Background: an optimization exercise with open tools, aiming at small area. Do not read the settings as production practice.
Function was checked by simulation only, so behaviour that the tests miss may differ from the original.
Power is estimated from default activity; no workload was simulated.

Setup of trial 17:
Design tomasulim, start of the top module:
module tomasulim(CLK, CLR, mem_addr, mem_wdata, mem_we, mem_rdata, cdb_we, cdb_rd, cdb_tag, cdb_data);
Size: roughly 2,800 cells after synthesis, about 720 flip-flops, about 64 I/O pins.
clock: 10.0 ns
lec_check: 0
abc_area: 1
cap_margin: 20
core_margin: 2
core_utilization: 50
cts_buf_list: sky130_fd_sc_hd__clkbuf_8
cts_cluster_diameter: 60
cts_cluster_size: 16
place_density: 0.65
slew_margin: 20
standard.sh (not shown) runs the stock make flow with config.mk's settings and CLKGATE_MAP_FILE= SYNTH_SCRIPT=/design/flow/synth_recipe.tcl, a recipe that flattens the netlist after the stock synthesis.
==> flow/flow/run.sh <==
#!/bin/bash
set -euo pipefail
here=$(pwd)
rm -rf "$here/orfs_scripts"
cp -r "$FLOW_HOME/scripts" "$here/orfs_scripts"
cp "$here/flow/abc_area.script" "$here/orfs_scripts/abc_area.script"
sed -i 's/^  -sink_clustering_enable \\$/  -sink_clustering_enable -dont_use_dummy_load \\/' "$here/orfs_scripts/cts.tcl"
grep -q -- '-dont_use_dummy_load' "$here/orfs_scripts/cts.tcl"
bash standard.sh SCRIPTS_DIR="$here/orfs_scripts" ABC_AREA=1 finish > "$here/standard_flow.log" 2>&1
==> flow/flow/abc_area.script <==
strash
balance
rewrite
refactor
balance
rewrite
rewrite -z
balance
refactor -z
rewrite -z
balance
dch -f
amap
strash
dch -f
amap
topo
stime -c
buffer -c
upsize -c
dnsize -c
## Diff of input files: build 80 against trial 17
diff --git a/flow/design.v b/flow/design.v
--- a/flow/design.v
+++ b/flow/design.v
@@ -155,35 +155,33 @@
 	output reg [15:0] cdb_data;
 	reg [2:0] step;
 	reg [9:0] counter;
 	reg quemSai, quemSai2;
 	reg wren;				 
 	reg sel;				 
 	reg [15:0] Dadolido;
 	reg strAddSub, strLoadStore, latencia, WMen, confLoadStore;
 	wire confLoad = latencia;	 
 	reg [15:0] DadoR;
 	reg [1:0] IDas;
 	reg [2:0] OPas_rd;
-	wire OPas_v = |IDas;	 
 	reg [4:0] DadoA;
 	reg [1:0] IDls;
 	reg [2:0] OPls_rd;
 	reg OPls_isst;
 	wire OPls_ld = |IDls && !OPls_isst;
 	wire OPls_st = |IDls && OPls_isst;
 	reg [1:0] ua_cont;
 	reg [1:0] ua_id;
 	reg [2:0] ua_rd;
-	reg [15:0] res_data;
 	reg ls_busy;
 	reg [4:0] ls_addr;
 	reg [1:0] ls_id;
 	reg [2:0] ls_rd;
 	reg [1:0] confA, confL;
 	reg combo_q;
 	reg [2:0] tag;
 	reg [4:0] pc;
 	reg [2:0] frente, tras;
 	reg full;
 	reg [13:0] instrs [0:7];
 	reg [13:0] instr;		 
@@ -299,76 +297,75 @@
 			if (confAddress && OPls_ld) begin
 				if (!latencia) begin
 					latencia <= 1'b1;
 				end else begin
 					Dadolido <= mem_rdata;
 					latencia <= 1'b0;
 				end
 			end
 		end
 	end
 	always @(posedge CLK) begin
 		if (as_go) begin
-			DadoR <= q_v ? RA1 : RA0;
 			IDas <= q_v ? {vA1, 1'b0} : {1'b0, vA0};
 			OPas_rd <= q_v ? rdA1 : rdA0;
 		end
 		if (ls_go) begin
 			DadoA <= q2_v ? AL1 : AL0;
 			IDls <= q2_v ? {vL1, 1'b0} : {1'b0, vL0};
 			OPls_rd <= q2_v ? rdL1 : rdL0;
 			OPls_isst <= q2_v ? stL1 : stL0;
 		end
 	end
 	always @(posedge CLK, posedge CLR) begin
 		if (CLR) begin
 			ua_cont <= 2'b00;
-			res_data <= 16'b0;
+			DadoR <= 16'b0;
 			ls_busy <= 1'b0;
 			confA <= 2'b0;
 			confL <= 2'b0;
 			combo_q <= 1'b0;
 			cdb_we <= 1'b0;
 			tag <= 3'b0;
 			cdb_data <= 16'b0;
 			cdb_rd <= 3'b0;
 		end else begin
+			if (as_go && (q_v ? vA1 : vA0)) DadoR <= q_v ? RA1 : RA0;
 			case (ua_cont)
 				2'b00: if (strAddSub) ua_cont <= 2'b01;
 				2'b01: begin
 					ua_cont <= 2'b10;
 					if (ua_id != 2'b00) confA <= ua_id;
 				end
 				2'b10: begin
 					ua_cont <= 2'b00;
-					if (OPas_v) res_data <= DadoR;
 				end
 				default: ;
 			endcase
 			if (confLoadStore)
 				ls_busy <= 1'b0;
 			else if (!ls_busy) begin
 				if (strLoadStore) begin
 					ls_busy <= 1'b1;
 					if (IDls != 2'b00) confL <= IDls;
 				end
 			end else if (WMen)
 				ls_busy <= 1'b0;
 			combo_q <= confAddSub | confLoad;
 			cdb_we <= 1'b0;
 			if (combo_q && !(confAddSub | confLoad)) begin
 				cdb_we <= 1'b1;
 				if (!ls_busy) begin
 					tag <= {1'b0, ua_id};
-					cdb_data <= res_data;
+					cdb_data <= DadoR;
 					cdb_rd <= ua_rd;
 				end else begin
 					tag <= {|ls_id, ls_id};
 					cdb_data <= Dadolido;
 					cdb_rd <= ls_rd;
 				end
 			end
 		end
 	end
 	always @(posedge CLK) begin
 		if (ua_cont == 2'b00 && strAddSub) begin
 			ua_id <= IDas;
--- outcome ---
- On proportion of power drawn by combinational gates: between trial 17 and build 80, it ends up lower for trial 17.
- Between trial 17 and build 80, the net load switching power is lower for trial 17.
- Comparing trial 17 and build 80, the higher worst hold slack was measured on trial 17.
- Clock power across trial 17 and build 80: no real change.
- On relative max-transition margin, the lower figure sits with build 80, not trial 17.
- Taking trial 17 as the reference, in build 80 power density over cell area climbed about 1.9%; maximum frequency climbed 8.9 MHz; synthesized cell count barely changed; met1 track demand over resource in global routing climbed 0.31 points; final routed wirelength across all metal layers dropped about 1%.
- Area: build 80 vs trial 17 -> build 80 smaller

-- what the ideal ports hide --
Ports are ideal in the flow. The routed layouts listed here were re-timed in OpenROAD.
Step 1 sets driving cells, clkbuf_16 on the clock port and buf_2 on the other inputs (assumed; they add their load-dependent delay and slew).
Step 2 adds t to the input delays and takes it off the output delays; t is the mean of the earliest and latest rising clock arrival at the registers after step 1. Input paths then give back, and output paths get back, about the clock's delay inside the block.
a / b / c = ideal ports / drivers / drivers and shift; a / b = the first two.
| run | t (ns) | slack for setup (ns) | worst register clock-pin slew, ns |
|---|---|---|---|
| trial 17 | 0.732 | 2.741 / 2.741 / 2.741 | 0.11 / 0.11 |
| build 80 | 0.729 | 3.182 / 3.182 / 3.182 | 0.11 / 0.11 |
After both steps setup and hold are still met in every run listed.
